This is an optimization exercise on Yosys and OpenROAD, whose aim is small area, not a production implementation. The RTL was checked by simulation tests, not by an equivalence proof against the original design. No activity file was given, so power comes from the tool's default toggle rates.

==> design.v <==
`timescale 1ns/1ps
module spi_controller (
    input logic sys_clk_i,
    input logic sclk_i,
    input logic mosi_i,
    input logic chip_enable_i,
    output logic [9:0][7:0] data_o,
    output logic data_ready_o
);
    localparam BYTES_PER_TRANSACTION = 10;
    logic [1:0] ce_sync, sclk_sync;  
    logic ce_sync_d, sclk_sync_d;  
    logic ce_rise, sclk_rise, valid_sample;
    logic [7:0] data;
    logic [2:0] bit_counter;
    logic [3:0] byte_counter;
    always_ff @(posedge sys_clk_i) begin
        ce_sync <= {ce_sync[0], chip_enable_i};
        ce_sync_d <= ce_sync[1];
        sclk_sync <= {sclk_sync[0], sclk_i};
        sclk_sync_d <= sclk_sync[1];
    end
    always_comb begin
        ce_rise = ce_sync[1] & ~ce_sync_d;
        sclk_rise = sclk_sync[1] & ~sclk_sync_d;
        valid_sample = sclk_rise & ce_sync[1]; 
    end
    always_ff @(posedge sys_clk_i) begin
        if (ce_rise) begin
            bit_counter <= 3'd0;
            byte_counter <= 3'd0;
            data <= 8'd0;
            data_ready_o <= 1'b0;
            for (int i = 0; i < BYTES_PER_TRANSACTION; i++) begin
                data_o[i] <= 8'd0;
            end
        end
        if (valid_sample && byte_counter < BYTES_PER_TRANSACTION) begin
            data <= {data[6:0], mosi_i};
            if (bit_counter == 3'd7) begin
                data_o[byte_counter] <= {data[6:0], mosi_i};
                bit_counter  <= 3'd0;
                byte_counter <= byte_counter + 1;
                if (byte_counter == BYTES_PER_TRANSACTION - 1) begin
                    data_ready_o <= 1'b1;
                end
            end else begin
                bit_counter <= bit_counter + 1;
            end
        end
    end
endmodule
`timescale 1ns/1ps
module vga_if (
    input logic sys_clk_i,
    input logic data_ready_i,
    input logic [9:0][7:0] data_in,
    output logic [9:0] ball_x,
    output logic [9:0] ball_y,
    output logic [9:0] paddle_l_y,
    output logic [9:0] paddle_r_y,
    output logic [7:0] score_l,
    output logic [7:0] score_r
    );
    always_ff @(posedge sys_clk_i) begin
        if (data_ready_i) begin
            ball_x <= {data_in[1][1:0], data_in[0]};
            ball_y <= {data_in[3][1:0], data_in[2]};
            paddle_l_y <= {data_in[5][1:0], data_in[4]};
            paddle_r_y <= {data_in[7][1:0], data_in[6]};
            score_l <= data_in[8];
            score_r <= data_in[9];
        end
    end
endmodule
`timescale 1ns/1ps
module vga_timing (
    input logic sys_clk_i,
    input logic reset_i,
    output logic [9:0] x,
    output logic [9:0] y,
    output logic hsync,
    output logic vsync,
    output logic video_on
);
    localparam H_DISPLAY = 640;
    localparam H_L_BORDER = 54;
    localparam H_R_BORDER = 10;
    localparam H_RETRACE = 96;
    localparam H_MAX = H_DISPLAY + H_L_BORDER + H_R_BORDER + H_RETRACE - 1;
    localparam START_H_RETRACE = H_DISPLAY + H_R_BORDER;
    localparam END_H_RETRACE = START_H_RETRACE + H_RETRACE - 1;
    localparam V_DISPLAY = 480; 
	localparam V_T_BORDER = 33; 
	localparam V_B_BORDER = 10; 
	localparam V_RETRACE = 2; 
	localparam V_MAX = V_DISPLAY + V_T_BORDER + V_B_BORDER + V_RETRACE - 1;
    localparam START_V_RETRACE = V_DISPLAY + V_B_BORDER;
	localparam END_V_RETRACE = V_DISPLAY + V_B_BORDER + V_RETRACE - 1;
    logic [1:0] clk_div_ctr;
    logic pixel_tick;
    assign pixel_tick = clk_div_ctr == 3;
    logic [9:0] hsync_ctr;
    logic [9:0] vsync_ctr;
    always_ff @(posedge sys_clk_i) begin
        if (reset_i) begin
            hsync_ctr <= 0;
            vsync_ctr <= 0;
            clk_div_ctr <= 0;
        end else begin
            if (clk_div_ctr == 3) begin
                clk_div_ctr <= 0;
            end else begin
                clk_div_ctr <= clk_div_ctr + 1;
            end
            if (pixel_tick) begin
                if (hsync_ctr == H_MAX) begin
                    hsync_ctr <= 0;
                    if (vsync_ctr == V_MAX) begin
                        vsync_ctr <= 0;
                    end else begin
                        vsync_ctr <= vsync_ctr + 1;
                    end
                end else begin
                    hsync_ctr <= hsync_ctr + 1;
                end
            end
        end
    end
    always_comb begin
        hsync = !(hsync_ctr >= START_H_RETRACE && hsync_ctr <= END_H_RETRACE);
        vsync = !(vsync_ctr >= START_V_RETRACE && vsync_ctr <= END_V_RETRACE); 
        video_on = hsync_ctr < H_DISPLAY && vsync_ctr < V_DISPLAY;
        x = hsync_ctr;
        y = vsync_ctr;
    end
endmodule
`timescale 1ns/1ps
module vga_renderer (
    input  logic [9:0] x,
    input  logic [9:0] y,
    input  logic       video_on,
    input  logic [9:0] ball_x,
    input  logic [9:0] ball_y,
    input  logic [9:0] paddle_l_y,
    input  logic [9:0] paddle_r_y,
    input  logic [7:0] score_l,
    input  logic [7:0] score_r,
    output logic [3:0] r,
    output logic [3:0] g,
    output logic [3:0] b
);
    localparam X_MAX = 639;
    localparam BALL_WIDTH  = 10;
    localparam BALL_LENGTH = 10;
    localparam FULL_RED    = 4'hF;
    localparam PADDLE_WIDTH  = 10;
    localparam PADDLE_LENGTH = 60;
    localparam SCORE_BOX_WIDTH  = 25;
    localparam SCORE_BOX_LENGTH = 50;
    localparam SCORE_BOX_L_X    = 310;
    localparam SCORE_BOX_R_X    = 345;
    localparam SCORE_BOX_Y      = 10;
    localparam SEG_THICK = 4;
    function automatic logic [6:0] seg7 (input logic [3:0] val);
        case (val)
            4'd0: seg7 = 7'b1111110;
            4'd1: seg7 = 7'b0110000;
            4'd2: seg7 = 7'b1101101;
            4'd3: seg7 = 7'b1111001;
            4'd4: seg7 = 7'b0110011;
            4'd5: seg7 = 7'b1011011;
            4'd6: seg7 = 7'b1011111;
            4'd7: seg7 = 7'b1110000;
            4'd8: seg7 = 7'b1111111;
            4'd9: seg7 = 7'b1111011;
            default: seg7 = 7'b0000000;
        endcase
    endfunction
    function automatic logic hit_hseg (
        input int seg_x,
        input int seg_y,
        input int width,
        input int thick,
        input logic [9:0] px,
        input logic [9:0] py
    );
        hit_hseg = (px >= seg_x) && (px < seg_x + width) &&
                   (py >= seg_y) && (py < seg_y + thick);
    endfunction
    function automatic logic hit_vseg (
        input int seg_x,
        input int seg_y,
        input int thick,
        input int length,
        input logic [9:0] px,
        input logic [9:0] py
    );
        hit_vseg = (px >= seg_x) && (px < seg_x + thick) &&
                   (py >= seg_y) && (py < seg_y + length);
    endfunction
    logic show_score_l;
    logic show_score_r;
    logic show_scores;        
    logic [3:0] digit_l;
    logic [3:0] digit_r;
    logic [6:0] seg_l;
    logic [6:0] seg_r;
    int lx;
    int ly;
    int rx;
    int ry;
    always_comb begin
        r = 4'd0;
        g = 4'd0;
        b = 4'd0;
        show_score_l = score_l[7];
        show_score_r = score_r[7];
        show_scores  = show_score_l | show_score_r;
        digit_l = score_l[3:0];
        digit_r = score_r[3:0];
        seg_l = seg7(digit_l);
        seg_r = seg7(digit_r);
        lx = SCORE_BOX_L_X;
        ly = SCORE_BOX_Y;
        rx = SCORE_BOX_R_X;
        ry = SCORE_BOX_Y;
        if (video_on) begin
            if (x >= ball_x && x < ball_x + BALL_WIDTH) begin
                if (y >= ball_y && y < ball_y + BALL_LENGTH) begin
                    r = FULL_RED;
                end
            end
            if (y >= paddle_l_y && y < paddle_l_y + PADDLE_LENGTH) begin
                if (x >= 0 && x < PADDLE_WIDTH) begin
                    r = FULL_RED;
                end
            end
            if (y >= paddle_r_y && y < paddle_r_y + PADDLE_LENGTH) begin
                if (x > X_MAX - PADDLE_WIDTH && x <= X_MAX) begin
                    r = FULL_RED;
                end
            end
            if (show_scores) begin
                if (seg_l[6] &&
                    hit_hseg(lx + 4,
                             ly + 2,
                             SCORE_BOX_WIDTH - 8,
                             SEG_THICK,
                             x, y)) begin
                    r = FULL_RED;
                end
                if (seg_l[5] &&
                    hit_vseg(lx + SCORE_BOX_WIDTH - SEG_THICK - 2,
                             ly + 5,
                             SEG_THICK,
                             (SCORE_BOX_LENGTH / 2) - 6,
                             x, y)) begin
                    r = FULL_RED;
                end
                if (seg_l[4] &&
                    hit_vseg(lx + SCORE_BOX_WIDTH - SEG_THICK - 2,
                             ly + (SCORE_BOX_LENGTH / 2) + 1,
                             SEG_THICK,
                             (SCORE_BOX_LENGTH / 2) - 6,
                             x, y)) begin
                    r = FULL_RED;
                end
                if (seg_l[3] &&
                    hit_hseg(lx + 4,
                             ly + SCORE_BOX_LENGTH - SEG_THICK - 2,
                             SCORE_BOX_WIDTH - 8,
                             SEG_THICK,
                             x, y)) begin
                    r = FULL_RED;
                end
                if (seg_l[2] &&
                    hit_vseg(lx + 2,
                             ly + (SCORE_BOX_LENGTH / 2) + 1,
                             SEG_THICK,
                             (SCORE_BOX_LENGTH / 2) - 6,
                             x, y)) begin
                    r = FULL_RED;
                end
                if (seg_l[1] &&
                    hit_vseg(lx + 2,
                             ly + 5,
                             SEG_THICK,
                             (SCORE_BOX_LENGTH / 2) - 6,
                             x, y)) begin
                    r = FULL_RED;
                end
                if (seg_l[0] &&
                    hit_hseg(lx + 4,
                             ly + (SCORE_BOX_LENGTH / 2) - 2,
                             SCORE_BOX_WIDTH - 8,
                             SEG_THICK,
                             x, y)) begin
                    r = FULL_RED;
                end
            end
            if (show_scores) begin
                if (seg_r[6] &&
                    hit_hseg(rx + 4,
                             ry + 2,
                             SCORE_BOX_WIDTH - 8,
                             SEG_THICK,
                             x, y)) begin
                    r = FULL_RED;
                end
                if (seg_r[5] &&
                    hit_vseg(rx + SCORE_BOX_WIDTH - SEG_THICK - 2,
                             ry + 5,
                             SEG_THICK,
                             (SCORE_BOX_LENGTH / 2) - 6,
                             x, y)) begin
                    r = FULL_RED;
                end
                if (seg_r[4] &&
                    hit_vseg(rx + SCORE_BOX_WIDTH - SEG_THICK - 2,
                             ry + (SCORE_BOX_LENGTH / 2) + 1,
                             SEG_THICK,
                             (SCORE_BOX_LENGTH / 2) - 6,
                             x, y)) begin
                    r = FULL_RED;
                end
                if (seg_r[3] &&
                    hit_hseg(rx + 4,
                             ry + SCORE_BOX_LENGTH - SEG_THICK - 2,
                             SCORE_BOX_WIDTH - 8,
                             SEG_THICK,
                             x, y)) begin
                    r = FULL_RED;
                end
                if (seg_r[2] &&
                    hit_vseg(rx + 2,
                             ry + (SCORE_BOX_LENGTH / 2) + 1,
                             SEG_THICK,
                             (SCORE_BOX_LENGTH / 2) - 6,
                             x, y)) begin
                    r = FULL_RED;
                end
                if (seg_r[1] &&
                    hit_vseg(rx + 2,
                             ry + 5,
                             SEG_THICK,
                             (SCORE_BOX_LENGTH / 2) - 6,
                             x, y)) begin
                    r = FULL_RED;
                end
                if (seg_r[0] &&
                    hit_hseg(rx + 4,
                             ry + (SCORE_BOX_LENGTH / 2) - 2,
                             SCORE_BOX_WIDTH - 8,
                             SEG_THICK,
                             x, y)) begin
                    r = FULL_RED;
                end
            end
        end  
    end
endmodule
`timescale 1ns / 1ps
module top(
    input logic reset_i,
    input logic sys_clk_i,
    input logic sclk_i,
    input logic mosi_i,
    input logic chip_enable_i,
    output logic hsync_o,
    output logic vsync_o,
    output logic [3:0] r,
    output logic [3:0] g,
    output logic [3:0] b
);
    logic [9:0][7:0] spi_data;
    logic data_ready;
    spi_controller spi(
        .sys_clk_i(sys_clk_i),
        .sclk_i(sclk_i),
        .mosi_i(mosi_i),
        .chip_enable_i(chip_enable_i),
        .data_o(spi_data),
        .data_ready_o(data_ready)
    );
    logic [9:0] ball_x;
    logic [9:0] ball_y;
    logic [9:0] paddle_l_y;
    logic [9:0] paddle_r_y;
    logic [7:0] score_l;
    logic [7:0] score_r;
    vga_if spi_vga_if(
        .sys_clk_i(sys_clk_i),
        .data_ready_i(data_ready),
        .data_in(spi_data),
        .ball_x(ball_x),
        .ball_y(ball_y),
        .paddle_l_y(paddle_l_y),
        .paddle_r_y(paddle_r_y),
        .score_l(score_l),
        .score_r(score_r)
    );
    logic [9:0] x;
    logic [9:0] y;
    logic hsync;
    logic vsync;
    logic video_on;
    vga_timing sync(
        .sys_clk_i(sys_clk_i),
        .reset_i(reset_i),
        .x(x),
        .y(y),
        .hsync(hsync),
        .vsync(vsync),
        .video_on(video_on)
    );
    vga_renderer renderer(
        .x(x),
        .y(y),
        .video_on(video_on),
        .ball_x(ball_x),
        .ball_y(ball_y),
        .paddle_l_y(paddle_l_y),
        .paddle_r_y(paddle_r_y),
        .score_l(score_l),
        .score_r(score_r),
        .r(r),
        .g(g),
        .b(b)
    );
    always_comb begin
        hsync_o = hsync;
        vsync_o = vsync;
    end
endmodule
==> run.sh <==
#!/bin/bash
# synth_recipe.tcl (not shown) runs the flow's synth.tcl, then flattens the netlist and writes it again
# the make line also repeats each setting of config.mk as NAME=value (left out here)
make -C /OpenROAD-flow-scripts/flow DESIGN_CONFIG=/design/flow/config.mk WORK_HOME=/design/flow/orfs CLKGATE_MAP_FILE= SYNTH_SCRIPT=/design/flow/synth_recipe.tcl finish
==> config.mk <==
export PLATFORM = sky130hd
export DESIGN_NAME = top
export DESIGN_NICKNAME = top
export VERILOG_FILES = /design/flow/design.v
export SDC_FILE = /design/flow/constraint.sdc
export NUM_CORES = 4
export LEC_CHECK = 0
export CAP_MARGIN = 20
export CORE_MARGIN = 2
export CORE_UTILIZATION = 40
export SLEW_MARGIN = 20
==> constraint.sdc <==
create_clock -name core_clock -period 10.0 [get_ports {sys_clk_i}]
set_input_delay 2.0000 -clock core_clock [delete_from_list [all_inputs] [get_ports {sys_clk_i}]]
set_output_delay 2.0000 -clock core_clock [all_outputs]
set_load 0.01 [all_outputs]
==> metrics.md <==
| Metric | Value |
|---|---|
| Final nets | `a little over 1000` |
| Reg area | `3740 sq um` |
| Clk buf depth | `2` |
| Total number of vias | `a little over 6000` |
| Drt pass-1 iters | `4` |
| Clock power share | `47.0%` |
| Ports | `19` |
| Initial antenna violation count | `0` |
| Distinct cells, synth | `74` |
| Least-Margin Pin Slew | `around 0.90 ns` |
| Depth of the CTS H-tree | `4` |
| Hpwl dp | `~14000 um` |
| Top FF cell, synth | `dfxtp_1` |
| FF-to-FF Start | `spi.bit_counter[0]` |
| Row cnt | `53` |
| Clk root buf | `clkbuf_16` |
| DRC | `0` |
| Layout cell share with drive strength beyond 1 | `between 6 and 7%` |
| Synth Instances | `902` |
| Worst Path Arrival | `approximately 4.1 ns` |
| Max-cap violations | `0` |
| Die Y-Extent | `between 150 and 200 um` |
| FFs w/ async S/R, synth | `0%` |
| Mean Syn Cell Area | `approximately 9.7 sq um` |
| Critical path's slowest cell | `clkdlybuf4s50_1` |
| Yosys warnings | `5` |
| # port buffers | `10` |
| DR iter-0 viols | `approximately 370` |
| Combinational power share | `about 2.1%` |
| Vias in the first global route | `between 5000 and 6000` |
| Post-CTS Hold Buffers | `0` |
| CP Launch Point | `spi_vga_if.ball_x[1]` |
| Post-synth EDFFs | `60` |
| Total GRT Usage | `about 17%` |
| Crit-path cells | `ha_1 > o21ai_0 > xnor2_1 > ha_1 > a211oi_2 > o21bai_1 > a21o_1 > a221oi_2 > o21ai_1 > or4_4 > a211oi_2 > clkdlybuf4s50_1` |
| Switching share of total power | `between 20% and 30%` |
| Crit Path Category | `flip-flop to output pin` |
| Filler cells | `2015` |
| Total gr overflow | `0` |
| Cell Area, Placed | `approximately 9000 sq um` |
| CTS tree | `yes` |
| Post-cts sizing count | `0` |
| Power per cell area | `roughly 140 nW/um^2` |
| TritonCTS Buffers | `17` |
| Core area | `~21000 sq um` |
| Max IR drop VDD | `0.102 mV` |
| First-pass GRT wire length | `between 30000 and 40000 um` |
| Status | `no timing/DRC/antenna violations` |
| Flop pwr share | `approximately half` |
| Critical Path RT | `approximately 8.0 ns` |
| Buf+Inv Stages, Crit Path | `1` |
| FMAX | `0.164 GHz` |
| Routability cong. | `roughly 0.83` |
| Die Span X | `about 150 um` |
| Sequential area share after synthesis | `a little over two fifths` |
| Final Setup Violations | `0` |
| Routed vias/inst | `between 5 and 6` |
| Post-synthesis register bit count | `~160` |
| Psw | `around 0.00029 W` |
| Initial Util | `between 40% and 50%` |
| Post-route minimum period | `around 6.1 ns` |
| Final wirelength | `18600 um` |
| Leak pwr | `3.91 nW` |
| RSZ-0062 raised after global routing | `no` |
| Synthesis-to-finish area growth | `9.41%` |
| Area of the multi-input gates | `4540 sq um` |
| Largest net degree at the start of global routing | `58` |
| Number of diodes | `0` |
| Slew Viols, Final | `0` |
| Clock transition at path regs | `0.06 ns` |
| Fin crit share | `between 60% and 70%` |
| Critical path's largest stage delay | `0.60 ns` |
| Synthesized cell area | `8710 sq um` |
| Hold_sp | `spi.sclk_sync[0]` |
| CP Capture Type | `output pin` |
| # clock sinks | `157` |
| Cell family with most CP delay | `compound AO/OA/AOI/OAI gates` |
| Finished layout cell area | `roughly 9500 sq um` |
| Critical Path Fanout Max | `4` |
| Final hold violations | `0` |
| Die area | `23000 sq um` |
| Setup TNS | `0 ns` |
| Max_slew headroom | `39.9%` |
| Post-CTS Setup Bufs | `0` |
| Clk_skew | `about 0.0085 ns` |
| Reg-to-reg slack, setup | `between 7 and 8 ns` |
| Worst setup SP type | `flip-flop` |
| Hold Path Class | `flip-flop to flip-flop` |
| Pint | `around 0.001 W` |
| Avg WL per Cell | `~16 um` |
| Worst skew pair latency | `around 0.43 ns` |
| Routed Antenna Nets | `0` |
[logic make-up (layout without fill, tap and decap cells)]
group,count (synthesis),in the layout,synth area share (%)
AND/OR/NAND/NOR,295,295,17.5
AO/OA/AOI/OAI,189,189,13.5
flip-flops,157,157,43.0
adder cells (fa/ha/maj),104,104,14.9
buffers and inverters,101,104,5.21
XOR/XNOR,43,43,4.32
multiplexers,12,12,1.45
other,1,8,0.0430
[worst reg2reg max path, cell delays in order (launching register included)]
cell and delay (ns):
edfxtp_1 0.36, ha_1 0.16, ha_1 0.18, inv_1 0.10, nor4b_4 0.58, nand2_1 0.20
nor3b_2 0.41, nand2b_1 0.42, nand3_1 0.22, o21ai_1 0.08
[final cells by class]
type,instances,area share (%)
multi-input cells,651,47.6
inverters,59,2.32
clock inverters,11,1.13
well taps,275,3.61
flip-flops and latches,157,39.3
repair buffers,13,1.29
clock buffers,21,4.73
[flip-flops by register name (all words and copies together), names as in the netlist, 2 cells and up]
| signal | flops |
|---|---|
| spi.data_o | 50 |
| spi_vga_if.ball_x | 10 |
| spi_vga_if.ball_y | 10 |
| spi_vga_if.paddle_l_y | 10 |
| spi_vga_if.paddle_r_y | 10 |
| sync.hsync_ctr | 10 |
| sync.vsync_ctr | 10 |
| renderer.seg_l | 7 |
| renderer.seg_r | 7 |
| spi.data | 7 |
| spi_vga_if.score_l | 5 |
| spi_vga_if.score_r | 5 |
| spi.byte_counter | 4 |
| spi.bit_counter | 3 |
| spi.ce_sync | 2 |
| spi.sclk_sync | 2 |
| sync.clk_div_ctr | 2 |
[per-layer routing]
layer / part of all wire (%) / wire length [um] / vias up / global-route usage [%]
li1: - / - / 3228 / -
met1: 51 / 9450 / 2878 / 23.7
met2: 45 / 8360 / 78 / 27.8
met3: 2.8 / 513 / 23 / 3.41
met4: 1.7 / 317 / 0 / 5.14
met5: 0 / 0 / - / 0
[synthesized netlist by cell type, types with 5 or more instances]
cell type / instances / area (sq um)
o21ai_0: 47 / 235
nor3b_1: 6 / 45.0
edfxtp_1: 60 / 1800
mux2i_1: 7 / 70.1
clkbuf_1: 16 / 60.1
buf_2: 9 / 45.0
inv_2: 6 / 22.5
a21o_1: 8 / 60.1
xnor2_1: 29 / 254
a211oi_1: 5 / 37.5
nor2_1: 55 / 206
a31oi_1: 10 / 62.6
nor2b_1: 17 / 106
ha_1: 104 / 1300
nand2_1: 79 / 297
a22o_1: 5 / 43.8
nand3_1: 45 / 225
xor2_1: 14 / 123
mux2_2: 5 / 56.3
nor3_1: 21 / 105
buf_4: 13 / 97.6
o21ai_1: 39 / 195
and3_1: 9 / 56.3
nand2b_1: 13 / 81.3
inv_1: 53 / 199
nand4_1: 19 / 119
o2111ai_1: 5 / 43.8
dfxtp_1: 97 / 1940
a21oi_1: 29 / 145
[power groups by stage]
stage | Sequential [W] | Clock [W] | Combinational (W)
5_1_grt | 0.000670 | 0.000658 | 0.0000320
3_5_place_dp | 0.000684 | 0 | 0.0000285
6_report | 0.000669 | 0.000618 | 0.0000281
4_1_cts | 0.000670 | 0.000628 | 0.0000286
3_3_place_gp | 0.000684 | 0 | 0.0000284
2_1_floorplan | 0.000682 | 0 | 0.0000226
[through the flow]
step / std cells / hold WS, ns / total power, W / setup slack (ns) / util, %
finish: 1187 / 0.328 / 0.00132 / 3.91 / 44.9
floorplan: 909 / 0.310 / 0.000705 / 4.91 / -
detailed placement: 1155 / 0.315 / 0.000712 / 4.35 / 42.3
global route: 1187 / 0.334 / 0.00136 / 3.64 / 44.9
global placement: 1155 / 0.312 / 0.000712 / 4.38 / 42.3
CTS: 1187 / 0.331 / 0.00133 / 3.87 / 44.9
[cell usage in the layout (no fill, tap or decap), types with 5 or more instances in the layout]
cell             instances
conb_1                   8
inv_2                    6
mux2i_1                  7
a22o_1                   5
clkbuf_16               17
nor2b_1                 17
nand4_1                 19
nor2_1                  55
and3_1                   9
ha_1                   104
nor3b_1                  6
nor3_1                  21
clkdlybuf4s50_1         10
edfxtp_1                60
a21oi_1                 29
o21ai_1                 39
dfxtp_1                 96
xor2_1                  14
o2111ai_1                5
a211oi_1                 5
mux2_2                   5
nand3_1                 45
o21ai_0                 47
a21o_1                   8
inv_1                   53
xnor2_1                 29
nand2_1                 79
a31oi_1                 10
nand2b_1                13
[path summary, 6_finish.rpt]
| kind | endpoint | cells past startpoint |
|---|---|---|
| worst max-delay path | r[0] | 12 |
| worst min-delay path | spi.sclk_sync[1] | 0 |
| worst max register to register | spi.data_o[38] | 9 |
| worst min register to register | spi.sclk_sync[1] | 0 |

[afterwards: timing with drivers on the ports]
Ports are ideal in the flow. The routed layout listed here was re-timed in OpenROAD.
Step 1: set_driving_cell puts a clkbuf_16 on sys_clk_i and a buf_2 on each other input, an assumption about the parent block.
Step 2 adds t to the input delays and takes it off the output delays; t is the mean of the earliest and latest rising clock arrival at the registers after step 1. Input paths then give back, and output paths get back, about the clock's delay inside the block.
Three values: ideal ports, drivers, drivers and shift; two values: the first two.
t (ns): 0.465
slack for setup (ns): 3.909 / 3.867 / 4.332
worst slew at a driven data input, ns: 0.03
After both steps setup and hold are still met in this run. For this run, drivers alone change the setup slack by -0.042 ns; drivers and shift together by +0.423 ns.
